Background: an optimization exercise with open tools, aiming at small area and a short achievable clock period. Do not read the settings as production practice. The RTL was checked by simulation tests, not by an equivalence proof against the original design. Power is estimated from default activity; no workload was simulated.

== job 3375 ==
==> flow/design.v (excerpt) <==
module Processor (
	input reset,
	input clock,
	input interruption,
	input [31:0] dataReadMD,
	input [31:0] instruction,
	input [31:0] IN_Data,
	input [31:0] dataHD,
	output flagMI,
	output LED,
	output flagMD,
	output flagHALT,
	output flagHD,
	output flagNumProg,
	output flagSend,
	output [1:0] flagShift,
	output [11:0] addressMD,
	output [11:0] addressMI,
	output [15:0] outTest,
	output [31:0] RWvalue,
	output [31:0] RDvalue,
	output [31:0] RSvalue,
	output [31:0] RTvalue,
	output [31:0] outLCD,
	input [31:0] netDataArduino,
	output flagSOControl,
	output flagReceive,
	output reg [1:0] addrSOControl,
	output [31:0] netDest,
	output [31:0] netData
);
Size in the first run: about 5300 cells after synthesis, roughly 1100 flip-flops, ~440 I/O pins.
Settings: LEC_CHECK=0, CAP_MARGIN=20, CELL_PAD_IN_SITES_DETAIL_PLACEMENT=1, CELL_PAD_IN_SITES_GLOBAL_PLACEMENT=1, CORE_MARGIN=2, CORE_UTILIZATION=30, CTS_BUF_LIST=sky130_fd_sc_hd__clkbuf_8, PLACE_DENSITY=0.45, SETUP_SLACK_MARGIN=4, SLEW_MARGIN=20, SYNTH_HIERARCHICAL=1, SYNTH_MINIMUM_KEEP_SIZE=0; clock period 12.0 ns.
standard.sh (not shown) runs the stock make flow with config.mk's settings and CLKGATE_MAP_FILE= SYNTH_SCRIPT=/design/flow/synth_recipe.tcl, a recipe that flattens the netlist after the stock synthesis.
==> flow/flow/run.sh <==
#!/bin/bash
# Layout flow: the standard ORFS flow (standard synthesis unchanged), with
# port buffers built from sky130_fd_sc_hd__buf_2 instead of the default choice,
# and sizing allowed to change a cell's footprint. The make output is logged
# to flow_make.log here; each ORFS step keeps its own log under orfs/logs/.
set -euo pipefail
bash standard.sh MATCH_CELL_FOOTPRINT=0 \
  "BUFFER_PORTS_ARGS=-buffer_cell sky130_fd_sc_hd__buf_2" \
  finish > flow_make.log 2>&1
Job 3375 finished every stage and its layout cleared the timing, design-rule and antenna checks.
--- input diff job 3375..job 7357 ---
Settings: CORE_UTILIZATION changed from 30 to 33; PLACE_DENSITY changed from 0.45 to 0.5.
### Flow results
Summary of job 7357 over job 3375: global-route wire length before repair went down by 2.9%, total power went down by 1.3%. Of job 7357 and job 3375, the lower total iterations of the first detailed-routing run belongs to job 3375. Going from job 3375 to job 7357, the placed instance area was found to have gone down by 260 µm². Weighted congestion reported at the end of routability-driven placement was lower in job 3375 than in job 7357.


02-20:
Another version of the RTL of Processor (not shown whole).
Size in the first run: about 1100 flip-flops, about 440 I/O pins, roughly 64000 um2 of cells after synthesis.
export LEC_CHECK = 0
export CAP_MARGIN = 20
export CELL_PAD_IN_SITES_DETAIL_PLACEMENT = 1
export CELL_PAD_IN_SITES_GLOBAL_PLACEMENT = 1
export CORE_MARGIN = 2
export CORE_UTILIZATION = 30
export CTS_BUF_LIST = sky130_fd_sc_hd__clkbuf_8
export PLACE_DENSITY = 0.45
export SETUP_SLACK_MARGIN = 4
export SLEW_MARGIN = 20
export SYNTH_HIERARCHICAL = 1
export SYNTH_MINIMUM_KEEP_SIZE = 0
create_clock -name core_clock -period 12.0 [get_ports {clock}]
Scripts as last shown in full above: flow/flow/run.sh
02-20 has completed all stages; timing, DRC and antenna checks passed.
Here is what was changed in the inputs of 10-13 compared with 02-20.
diff --git a/flow/config.mk b/flow/config.mk
--- a/flow/config.mk
+++ b/flow/config.mk
@@ -10,7 +10,7 @@
 export CELL_PAD_IN_SITES_GLOBAL_PLACEMENT = 1
 export CORE_MARGIN = 2
-export CORE_UTILIZATION = 30
+export CORE_UTILIZATION = 33
 export CTS_BUF_LIST = sky130_fd_sc_hd__clkbuf_8
-export PLACE_DENSITY = 0.45
+export PLACE_DENSITY = 0.5
 export SETUP_SLACK_MARGIN = 4
 export SLEW_MARGIN = 20
Notes after the runs:
Of 10-13 and 02-20, 02-20 shows the lower clock skew, with 10-13 above it.
Final estimated routing congestion in global placement: 10-13 vs 02-20, no meaningful difference
10-13 has number of cells in the design after placement below what 02-20 had.
On sequential power, 10-13 and 02-20 are basically level.
When 10-13 is measured against 02-20, its sequential share of layout area turns out 0.82 points higher.

==> re-timing with driven ports <==
The results above use ideal ports. As a check the final layouts listed here were re-extracted and re-timed, cells and wires unchanged. Step 1 sets driving cells, clkbuf_16 on the clock port and buf_2 on the other inputs (assumed; they add their load-dependent delay and slew). Step 2 adds t to the input delays and takes it off the output delays; t is the mean of the earliest and latest rising clock arrival at the registers after step 1. Input paths then give back, and output paths get back, about the clock's delay inside the block. Slacks: ideal ports / drivers / drivers and shift; pairs: ideal ports / drivers.
run	t, ns	setup WS [ns]	worst data-port slew with drivers (ns)
job 3375	1.081	3.800 / 3.765 / 2.790	0.18
job 7357	1.093	3.673 / 3.522 / 2.848	0.18
02-20	1.081	3.628 / 3.519 / 2.972	0.18
10-13	1.103	3.528 / 3.387 / 2.814	0.18
After both steps every run listed still meets setup and hold. For job 3375, which loses most, drivers alone change the setup slack by -0.035 ns; drivers and shift together by -1.010 ns.
